What follows belongs to an exercise in optimizing a design on an open flow for small area; a production flow would make more cautious choices.
RTL that was checked went through simulation tests only; none was proved equivalent to the original.
The flow treats the clock pin as an ideal source, which a real chip does not have.
Power figures rest on the tool's default switching activity, not on a simulated workload.

==> branch delta: inputs <==
==> flow/design.v (excerpt) <==
module ethernet_top
  (
    input        CLK,
    input        RST_N,
    output       M_CLK,
    input        M_DATA,
    output       M_LRSEL,
    output       ETH_MDC,
    output       ETH_RSTN,
    output       ETH_TXEN,
    output [1:0] ETH_TXD
   );
export LEC_CHECK = 0
export CAP_MARGIN = 20
export CORE_MARGIN = 2
export CORE_UTILIZATION = 75
export CTS_BUF_LIST = sky130_fd_sc_hd__clkbuf_8
export CTS_CLUSTER_DIAMETER = 60
export CTS_CLUSTER_SIZE = 18
export SLEW_MARGIN = 20
export SYNTH_MEMORY_MAX_BITS = 8192
create_clock -name core_clock -period 10.0 [get_ports {CLK}]
standard.sh (not shown) runs the stock make flow with config.mk's settings and CLKGATE_MAP_FILE= SYNTH_SCRIPT=/design/flow/synth_recipe.tcl, a recipe that flattens the netlist after the stock synthesis.
==> flow/flow/run.sh <==
#!/bin/bash
# Standard ORFS layout (the standard.sh, standard synthesis unchanged) with these changes:
#  - port buffers are buf_1 cells;
#  - before clock tree synthesis, cells are downsized where slack allows (flow/pre_cts.tcl);
#  - clock tree synthesis without dummy loads: clusters of up to 20 flip-flops within 50 um,
#    each driven by a clkbuf_8, with clkbuf_4 cells above them.
# The full make output goes to standard.log here; ORFS keeps each step's log under orfs/logs.
set -euo pipefail
export CTS_ARGS="-sink_clustering_enable -repair_clock_nets -dont_use_dummy_load -sink_clustering_size 20 -sink_clustering_max_diameter 50 -buf_list sky130_fd_sc_hd__clkbuf_8 -sink_clustering_buffer sky130_fd_sc_hd__clkbuf_8 -tree_buf sky130_fd_sc_hd__clkbuf_4 -root_buf sky130_fd_sc_hd__clkbuf_4"
export BUFFER_PORTS_ARGS="-buffer_cell sky130_fd_sc_hd__buf_1"
export PRE_CTS_TCL="$PWD/flow/pre_cts.tcl"
bash standard.sh > standard.log 2>&1
==> flow/flow/pre_cts.tcl <==
# Before clock tree synthesis, with several ns of setup slack everywhere:
# logic cells that the mapper sized above drive strength 1 go back to their
# _1 variant (flip-flops, buffers and inverters are left alone), design rules
# are repaired, and cells are downsized further where slack allows.
set n_swapped 0
foreach inst [get_cells *] {
  set m [get_property $inst ref_name]
  if {[regexp {^sky130_fd_sc_hd__(\w+)_(2|4|6|8|12|16)$} $m -> fn sz]} {
    if {[regexp {^(clkbuf|buf|bufinv|inv|clkinv|clkinvlp|dfxtp|dfrtp|dfstp|edfxtp|dlygate|clkdlybuf|dly|conb|sdf|dfx|dfr|dfs|dfb|edf|dl)} $fn]} { continue }
    set target "sky130_fd_sc_hd__${fn}_1"
    if {[llength [get_lib_cells -quiet */$target]] == 0} { continue }
    replace_cell $inst $target
    incr n_swapped
  }
}
puts "pre_cts: $n_swapped cells set to drive strength 1"
estimate_parasitics -placement
repair_design
repair_timing -recover_power 100 -verbose
==> inputs of branch quartz, as changes to branch delta <==
==> flow/flow/run.sh (replaced) <==
#!/bin/bash
# Standard ORFS layout (the standard.sh, standard synthesis unchanged) with these changes:
#  - port buffers are buf_1 cells;
#  - before clock tree synthesis, cells are downsized where slack allows (flow/pre_cts.tcl);
#  - clock tree synthesis without dummy loads, with clkbuf_8 sink clusters.
# The full make output goes to standard.log here; ORFS keeps each step's log under orfs/logs.
set -euo pipefail
export CTS_ARGS="-sink_clustering_enable -repair_clock_nets -dont_use_dummy_load -sink_clustering_size 22 -sink_clustering_max_diameter 50 -buf_list sky130_fd_sc_hd__clkbuf_8"
export BUFFER_PORTS_ARGS="-buffer_cell sky130_fd_sc_hd__buf_1"
export PRE_CTS_TCL="$PWD/flow/pre_cts.tcl"
bash standard.sh > standard.log 2>&1
==> flow/flow/pre_cts.tcl (replaced) <==
# Before clock tree synthesis: with several ns of setup slack everywhere,
# downsize cells that the mapper sized for speed (power recovery).
estimate_parasitics -placement
repair_timing -recover_power 100 -verbose
==> inputs of branch onyx, as changes to branch delta <==
--- a/flow/design.v
+++ b/flow/design.v
@@ -56,11 +56,11 @@
    assign ETH_RSTN = ~eth_rst;
    reg armed;
    always @(posedge CLK)
      if (eth_rst) armed <= 1'b0;
      else if (n == CP(15)) armed <= 1'b1;
-      reg mclk_d;
+   reg mclk_d;
    always @(*) begin
       case ({q, p})
         7'b0000000: mclk_d = 1'b1;
         7'b0000001: mclk_d = 1'b1;
         7'b0000011: mclk_d = 1'b1;
@@ -113,10 +113,11 @@
    always @(posedge CLK) if (cap) xs <= M_DATA;
    always @(posedge CLK)
      if (eth_rst) xp <= 1'b0;
      else if (p == CP(0)) xp <= xs;
    wire upd  = (q != CQ(1));
+   wire comb = (g == CP(0)) && (q == CQ(1));
    wire lsb  = (p == CP(0));
    reg [31:0] ir0, ir1, ir2, ir3, ir4;
    reg [4:0]  ic;
    wire [1:0] io0 = ir0[31:30];
    wire [1:0] io1 = ir1[31:30];
@@ -150,11 +151,10 @@
          ir3 <= {ir3[29:0], s3[1:0]};
          ir4 <= {ir4[29:0], comb ? 2'b00 : s4[1:0]};
          ic  <= {s4[2], s3[2], s2[2], s1[2], s0[2]};
       end
    end
-   wire comb = (g == CP(0)) && (q == CQ(1));
    reg [31:0] dr1, dr2, dr3, dr4;
    reg [4:1]  cc;
    wire [1:0] do1 = dr1[31:30];
    wire [1:0] do2 = dr2[31:30];
    wire [1:0] do3 = dr3[31:30];
==> flow/flow/run.sh (replaced) <==
#!/bin/bash
# Standard ORFS layout (the standard.sh, standard synthesis unchanged) with these changes:
#  - port buffers are buf_1 cells;
#  - before clock tree synthesis, logic cells go back to drive strength 1 and are downsized
#    where slack allows (flow/pre_cts.tcl);
#  - clock tree synthesis without dummy loads: clusters of up to 20 flip-flops within 50 um,
#    each driven by a clkbuf_8, with clkbuf_4 cells above them.
# The full make output goes to standard.log here; ORFS keeps each step's log under orfs/logs.
set -euo pipefail
export CTS_ARGS="-sink_clustering_enable -repair_clock_nets -dont_use_dummy_load -sink_clustering_size 21 -sink_clustering_max_diameter 55 -buf_list sky130_fd_sc_hd__clkbuf_8 -sink_clustering_buffer sky130_fd_sc_hd__clkbuf_8 -tree_buf sky130_fd_sc_hd__clkbuf_4 -root_buf sky130_fd_sc_hd__clkbuf_4"
export BUFFER_PORTS_ARGS="-buffer_cell sky130_fd_sc_hd__buf_1"
export PRE_CTS_TCL="$PWD/flow/pre_cts.tcl"
bash standard.sh > standard.log 2>&1
==> results.txt <==
Clock skew, highest first: branch delta, branch onyx, branch quartz.
Branch quartz produced a clean layout. Branch onyx produced a clean layout. Branch delta completed with no timing, DRC or antenna violations.
Routed wire length: branch delta < branch quartz < branch onyx.
Sequential share of layout area: branch quartz is lower than branch delta (0.27 points).
Cell count, lowest first: branch quartz, branch onyx, branch delta.

========
==> inputs of wip/violet <==
ethernet_top, a different RTL version from the one above (not shown whole).
==> flow/design.v (excerpt) <==
module ethernet_top
  (
    input        CLK,
    input        RST_N,
    output       M_CLK,
    input        M_DATA,
    output       M_LRSEL,
    output       ETH_MDC,
    output       ETH_RSTN,
    output       ETH_TXEN,
    output [1:0] ETH_TXD
   );
   assign M_LRSEL = 1'b0;
   assign ETH_MDC = 1'b0;
   reg [2:0] rst_q;
   always @(posedge CLK) rst_q <= {rst_q[1:0], ~RST_N};
   wire rst  = |rst_q;
   wire crst = |rst_q[2:1];       
   reg [3:0] p;
   reg [2:0] q;
   reg [3:0] g;
   reg [3:0] n;
   always @(posedge CLK) begin
      if (crst) begin
         p <= 4'd5; q <= 3'd4; g <= 4'd15; n <= 4'd15;
      end
      else begin
         p <= p + 4'd1;
         if (p == 4'd15) begin
            if (q == 3'd4) begin
               q <= 3'd0;
               g <= g + 4'd1;
               if (g == 4'd15) n <= n + 4'd1;
            end
            else q <= q + 3'd1;
         end
      end
   end
   reg eth_rst;
   wire u_is_8 = (n == 4'd0) && (g == 4'd0) && (q == 3'd0) && (p == 4'd8);
   always @(posedge CLK) eth_rst <= rst | (eth_rst & ~u_is_8);
   assign ETH_RSTN = ~eth_rst;
   reg armed;
   always @(posedge CLK)
     if (eth_rst) armed <= 1'b0;
     else if (n == 4'd15) armed <= 1'b1;
   wire [6:0] v = {q, p};
   reg mclk_d;
   always @(*) begin
      case (q)
        3'd0: mclk_d = (p <= 4'd8);
        3'd1: mclk_d = (p >= 4'd3) && (p <= 4'd12);
        3'd2: mclk_d = (p >= 4'd7);
        3'd3: mclk_d = (p <= 4'd0) || (p >= 4'd11);
        default: mclk_d = (p <= 4'd4) || (p == 4'd15);
      endcase
   end
   reg eth_rst_d;
   always @(posedge CLK) eth_rst_d <= eth_rst;
   assign M_CLK = mclk_d & ~eth_rst_d;
   reg xs, xp;
   wire cap = (q != 3'd0) && (p == {q[1:0] - 2'd1, 2'b00});
   always @(posedge CLK) if (cap) xs <= M_DATA;
   always @(posedge CLK)
  ...
clock: 10.0 ns
lec_check: 0
cap_margin: 20
core_margin: 2
core_utilization: 70
cts_buf_list: sky130_fd_sc_hd__clkbuf_16
cts_cluster_diameter: 100
cts_cluster_size: 30
slew_margin: 20
synth_memory_max_bits: 8192
run.sh (not shown) runs the stock make flow with config.mk's settings and CLKGATE_MAP_FILE= SYNTH_SCRIPT=/design/flow/synth_recipe.tcl, a recipe that flattens the netlist after the stock synthesis.
Stock flow here: none of the scripts above is used.
==> wip/indigo (differences from wip/violet) <==
--- a/flow/design.v
+++ b/flow/design.v
@@ -32,17 +32,17 @@
                g <= g + 4'd1;
                if (g == 4'd15) n <= n + 4'd1;
             end
             else q <= q + 3'd1;
          end
       end
    end
    reg eth_rst;
-   wire u_is_8 = (n == 4'd0) && (g == 4'd0) && (q == 3'd0) && (p == 4'd8);
+   wire u_is_8 = (q == 3'd0) && (p == 4'd8);    
    always @(posedge CLK) eth_rst <= rst | (eth_rst & ~u_is_8);
    assign ETH_RSTN = ~eth_rst;
    reg armed;
    always @(posedge CLK)
      if (eth_rst) armed <= 1'b0;
      else if (n == 4'd15) armed <= 1'b1;
    wire [6:0] v = {q, p};
    reg mclk_d;
@@ -93,62 +93,58 @@
          ir4 <= {ir4[29:0], 2'b00};
          ic  <= 5'b0;
       end
       else begin
          ir0 <= {ir0[29:0], s0[1:0]};
          ir1 <= {ir1[29:0], s1[1:0]};
          ir2 <= {ir2[29:0], s2[1:0]};
          ir3 <= {ir3[29:0], s3[1:0]};
-         ir4 <= {ir4[29:0], s4[1:0]};
+         ir4 <= {ir4[29:0], comb ? 2'b00 : s4[1:0]};
          ic  <= {s4[2], s3[2], s2[2], s1[2], s0[2]};
       end
    end
    wire comb = (g == 4'd0) && (q == 3'd1);
-   reg [31:0] dr0, dr1, dr2, dr3, dr4;
-   reg [4:0]  cc;
-   wire [1:0] do0 = dr0[31:30];
+   reg [31:0] dr1, dr2, dr3, dr4;
+   reg [4:1]  cc;
    wire [1:0] do1 = dr1[31:30];
    wire [1:0] do2 = dr2[31:30];
    wire [1:0] do3 = dr3[31:30];
    wire [1:0] do4 = dr4[31:30];
-   wire [4:0] ccin = lsb ? 5'b11111 : cc;
-   wire [2:0] c0 = io4     + {1'b0, ~do0} + ccin[0];
-   wire [2:0] c1 = c0[1:0] + {1'b0, ~do1} + ccin[1];
+   wire [4:1] ccin = lsb ? 4'b1111 : cc;
+   wire [1:0] c0 = io4;
+   wire [2:0] c1 = c0      + {1'b0, ~do1} + ccin[1];
    wire [2:0] c2 = c1[1:0] + {1'b0, ~do2} + ccin[2];
    wire [2:0] c3 = c2[1:0] + {1'b0, ~do3} + ccin[3];
    wire [2:0] c4 = c3[1:0] + {1'b0, ~do4} + ccin[4];
    wire [1:0] y  = c4[1:0];
    always @(posedge CLK) begin
       if (eth_rst) begin
-         dr0 <= {dr0[29:0], 2'b00};
          dr1 <= {dr1[29:0], 2'b00};
          dr2 <= {dr2[29:0], 2'b00};
          dr3 <= {dr3[29:0], 2'b00};
          dr4 <= {dr4[29:0], 2'b00};
       end
       else begin
-         dr0 <= {dr0[29:0], comb ? io4     : do0};
-         dr1 <= {dr1[29:0], comb ? c0[1:0] : do1};
+         dr1 <= {dr1[29:0], comb ? c0      : do1};
          dr2 <= {dr2[29:0], comb ? c1[1:0] : do2};
          dr3 <= {dr3[29:0], comb ? c2[1:0] : do3};
          dr4 <= {dr4[29:0], comb ? c3[1:0] : do4};
       end
-      cc <= {c4[2], c3[2], c2[2], c1[2], c0[2]};
-   end
-   wire [3:0] slot = n - 4'd1;
+      cc <= {c4[2], c3[2], c2[2], c1[2]};
+   end
+   wire skip = (n != 4'd0) &&
+               (((g == 4'd0) && (q >= 3'd2)) || (g == 4'd1) || (g == 4'd2) ||
+                ((g == 4'd3) && (q <= 3'd2)));
    reg  [1:0] sr [0:255];
    integer k;
    always @(posedge CLK) begin
-      for (k = 0; k < 256; k = k + 1) begin
-         if ((k % 16) == 8 && comb && slot == ((24 - k) / 16) % 16)
-           sr[k] <= y;
-         else
-           sr[k] <= sr[(k + 255) % 256];
-      end
+      sr[0] <= comb ? y : skip ? sr[239] : sr[255];
+      for (k = 1; k < 256; k = k + 1)
+        sr[k] <= sr[k - 1];
    end
    wire fr  = armed && (n == 4'd0);
    wire pre = ((g == 4'd0) && !((q == 3'd0) && !p[3])) || ((g == 4'd1) && (q == 3'd0));
    wire dat = ((g == 4'd1) && (q != 3'd0)) || (g == 4'd2) || (g == 4'd3) ||
               ((g == 4'd4) && (q[2:1] == 2'b00));
    wire fcs = (g == 4'd4) && (q == 3'd2);
    assign ETH_TXEN = fr && (pre || dat || fcs);
    reg [1:0] rom;
@@ -243,20 +239,20 @@
         8'b10001110: rom = 2'd0;
         8'b10001111: rom = 2'd1;
         default: rom = 2'd1;
       endcase
    end
    reg [1:0] tap;
    always @(*) begin
       case (p[3:2])
-        2'd0: tap = sr[91];
-        2'd1: tap = sr[99];
-        2'd2: tap = sr[107];
-        default: tap = sr[115];
+        2'd0: tap = sr[51];
+        2'd1: tap = sr[59];
+        2'd2: tap = sr[67];
+        default: tap = sr[75];
       endcase
    end
    reg [31:0] crc;
    reg [1:0]  nk;
    always @(*) begin
       case (p)
         4'd0: nk = 2'd2;  4'd1: nk = 2'd0;  4'd2: nk = 2'd1;  4'd3: nk = 2'd3;
         4'd4: nk = 2'd2;  4'd5: nk = 2'd0;  4'd6: nk = 2'd1;  4'd7: nk = 2'd2;
==> flow/flow/run.sh (new file) <==
#!/bin/bash
# Standard ORFS layout (the standard.sh, standard synthesis unchanged) with these changes:
#  - port buffers are buf_1 cells;
#  - before clock tree synthesis, cells are downsized where slack allows (flow/pre_cts.tcl);
#  - clock tree synthesis without dummy loads, with clkbuf_8 sink clusters.
# The full make output goes to standard.log here; ORFS keeps each step's log under orfs/logs.
set -euo pipefail
export CTS_ARGS="-sink_clustering_enable -repair_clock_nets -dont_use_dummy_load -sink_clustering_size 18 -sink_clustering_max_diameter 60 -buf_list sky130_fd_sc_hd__clkbuf_8"
export BUFFER_PORTS_ARGS="-buffer_cell sky130_fd_sc_hd__buf_1"
export PRE_CTS_TCL="$PWD/flow/pre_cts.tcl"
bash standard.sh > standard.log 2>&1
==> flow/flow/pre_cts.tcl (new file) <==
# Before clock tree synthesis: with several ns of setup slack everywhere,
# downsize cells that the mapper sized for speed (power recovery).
estimate_parasitics -placement
repair_timing -recover_power 100 -verbose
==> flow/standard.sh (new file) <==
#!/bin/bash
# synth_recipe.tcl (not shown) runs the flow's synth.tcl, then flattens the netlist and writes it again
# the make line also repeats each setting of config.mk as NAME=value (left out here)
make -C /OpenROAD-flow-scripts/flow DESIGN_CONFIG=/design/flow/config.mk WORK_HOME=/design/flow/orfs CLKGATE_MAP_FILE= SYNTH_SCRIPT=/design/flow/synth_recipe.tcl "${@:-finish}"
CORE_UTILIZATION = 82   (was 70)
CTS_BUF_LIST = sky130_fd_sc_hd__clkbuf_8   (was sky130_fd_sc_hd__clkbuf_16)
CTS_CLUSTER_DIAMETER = 60   (was 100)
CTS_CLUSTER_SIZE = 18   (was 30)
removed: flow/run.sh
==> wip/juniper (differences from wip/violet) <==
--- a/flow/design.v
+++ b/flow/design.v
@@ -7,43 +7,43 @@
     output       M_LRSEL,
     output       ETH_MDC,
     output       ETH_RSTN,
     output       ETH_TXEN,
     output [1:0] ETH_TXD
    );
    assign M_LRSEL = 1'b0;
    assign ETH_MDC = 1'b0;
-   reg [2:0] rst_q;
-   always @(posedge CLK) rst_q <= {rst_q[1:0], ~RST_N};
-   wire rst  = |rst_q;
-   wire crst = |rst_q[2:1];       
+   reg [3:0] rst_q;
+   always @(posedge CLK) rst_q <= {rst_q[2:0], ~RST_N};
+   wire rst  = |rst_q[2:0];
+   wire crst = |rst_q[3:1];       
    reg [3:0] p;
    reg [2:0] q;
    reg [3:0] g;
    reg [3:0] n;
    always @(posedge CLK) begin
       if (crst) begin
-         p <= 4'd5; q <= 3'd4; g <= 4'd15; n <= 4'd15;
+         p <= 4'd6; q <= 3'd4; g <= 4'd15; n <= 4'd15;
       end
       else begin
          p <= p + 4'd1;
          if (p == 4'd15) begin
             if (q == 3'd4) begin
                q <= 3'd0;
                g <= g + 4'd1;
                if (g == 4'd15) n <= n + 4'd1;
             end
             else q <= q + 3'd1;
          end
       end
    end
    reg eth_rst;
    wire u_is_8 = (n == 4'd0) && (g == 4'd0) && (q == 3'd0) && (p == 4'd8);
-   always @(posedge CLK) eth_rst <= rst | (eth_rst & ~u_is_8);
+   always @(posedge CLK) eth_rst <= rst | crst | (eth_rst & ~u_is_8);
    assign ETH_RSTN = ~eth_rst;
    reg armed;
    always @(posedge CLK)
      if (eth_rst) armed <= 1'b0;
      else if (n == 4'd15) armed <= 1'b1;
    wire [6:0] v = {q, p};
    reg mclk_d;
    always @(*) begin
@@ -250,23 +250,18 @@
       case (p[3:2])
         2'd0: tap = sr[91];
         2'd1: tap = sr[99];
         2'd2: tap = sr[107];
         default: tap = sr[115];
       endcase
    end
    reg [31:0] crc;
-   reg [1:0]  nk;
-   always @(*) begin
-      case (p)
-        4'd0: nk = 2'd2;  4'd1: nk = 2'd0;  4'd2: nk = 2'd1;  4'd3: nk = 2'd3;
-        4'd4: nk = 2'd2;  4'd5: nk = 2'd0;  4'd6: nk = 2'd1;  4'd7: nk = 2'd2;
-        4'd8: nk = 2'd3;  4'd9: nk = 2'd3;  4'd10: nk = 2'd0; 4'd11: nk = 2'd3;
-        4'd12: nk = 2'd3; 4'd13: nk = 2'd2; 4'd14: nk = 2'd2; default: nk = 2'd3;
-      endcase
-   end
-   wire [1:0] txd = dat ? tap : fcs ? (crc[1:0] ^ nk) : rom;
+   wire [1:0] txd = dat ? tap : fcs ? ~crc[1:0] : rom;
    assign ETH_TXD = txd;
    wire [1:0] fb = (fr && dat) ? (tap ^ crc[1:0]) : 2'b00;
-   always @(posedge CLK)
-     crc <= {2'b00, crc[31:2]} ^ ({32{fb[0]}} & 32'h76dc4190) ^ ({32{fb[1]}} & 32'hedb88320);
+   always @(posedge CLK) begin
+      if (fr && (dat || fcs))
+        crc <= {2'b00, crc[31:2]} ^ ({32{fb[0]}} & 32'h76dc4190) ^ ({32{fb[1]}} & 32'hedb88320);
+      else
+        crc <= 32'h354cf035;
+   end
 endmodule
CORE_UTILIZATION = 40   (was 70)
CTS_BUF_LIST = not set   (was sky130_fd_sc_hd__clkbuf_16)
CTS_CLUSTER_DIAMETER = not set   (was 100)
CTS_CLUSTER_SIZE = not set   (was 30)
==> results.txt <==
wip/indigo did not get past detailed placement. wip/violet finished with timing, DRC and antenna clean. wip/juniper went through all stages and came out clean.
Of wip/juniper and wip/violet, wip/juniper has the higher non-clock buffer count (gap 3).
Of wip/violet and wip/juniper, wip/violet has the higher worst setup slack (gap 0.099 ns).
Of wip/violet and wip/juniper, wip/violet has the higher sequential share of layout area (gap 7.5 points).
In wip/violet the critical path depth is higher than in wip/juniper, by 5.
Against wip/juniper, the total power of wip/violet is lower by about 20%.
==> figures <==
quantity                                                 wip/indigo            wip/violet           wip/juniper
Switch Pwr                                                        -                972 uW               1240 uW
Power group with the highest consumption                          -      sequential cells      sequential cells
Total Routed Length                                               -               26.9 mm               27.6 mm
Fmax                                                              -               181 MHz               177 MHz
Sequential cell area share                                        -                 80.8%                 73.3%
Signal inverters                                                  -                    55                    53
Worst min path class                                              -  register to register  register to register
Result of the run                         aborted with a tool error        finished clean        finished clean
Failing step                                     detailed placement                     -                     -
Worst setup path end                                              -            sr[168][1]            ETH_TXD[0]
Core box area                                                     -           29600 sq um           52300 sq um
FP Rows                                                          56                    63                    84
For wip/violet, only the layout was checked, not whether the RTL still works.

## static timing again, ports no longer ideal
The results above use ideal ports. As a check the final layouts listed here were re-extracted and re-timed, cells and wires unchanged. Step 1 sets driving cells, clkbuf_16 on the clock port and buf_2 on the other inputs (assumed; they add their load-dependent delay and slew). Step 2 adds t to the input delays and takes it off the output delays; t is the mean of the earliest and latest rising clock arrival at the registers after step 1. Input paths then give back, and output paths get back, about the clock's delay inside the block. a / b / c = ideal ports / drivers / drivers and shift; a / b = the first two.
run	t, ns	setup slack, ns	hold slack, ns	worst register clock-pin slew, ns
branch delta	0.752	4.706 / 4.661 / 5.413	0.268 / 0.268 / 0.268	0.11 / 0.11
branch quartz	0.614	4.927 / 4.883 / 5.497	0.281 / 0.281 / 0.281	0.13 / 0.13
branch onyx	0.754	4.723 / 4.681 / 5.434	0.273 / 0.273 / 0.273	0.12 / 0.12
wip/violet	0.581	4.463 / 4.463 / 4.463	0.323 / 0.323 / 0.323	0.11 / 0.11
wip/juniper	0.641	4.364 / 4.311 / 4.648	0.318 / 0.318 / 0.318	0.07 / 0.07
After both steps every run listed still meets setup and hold.
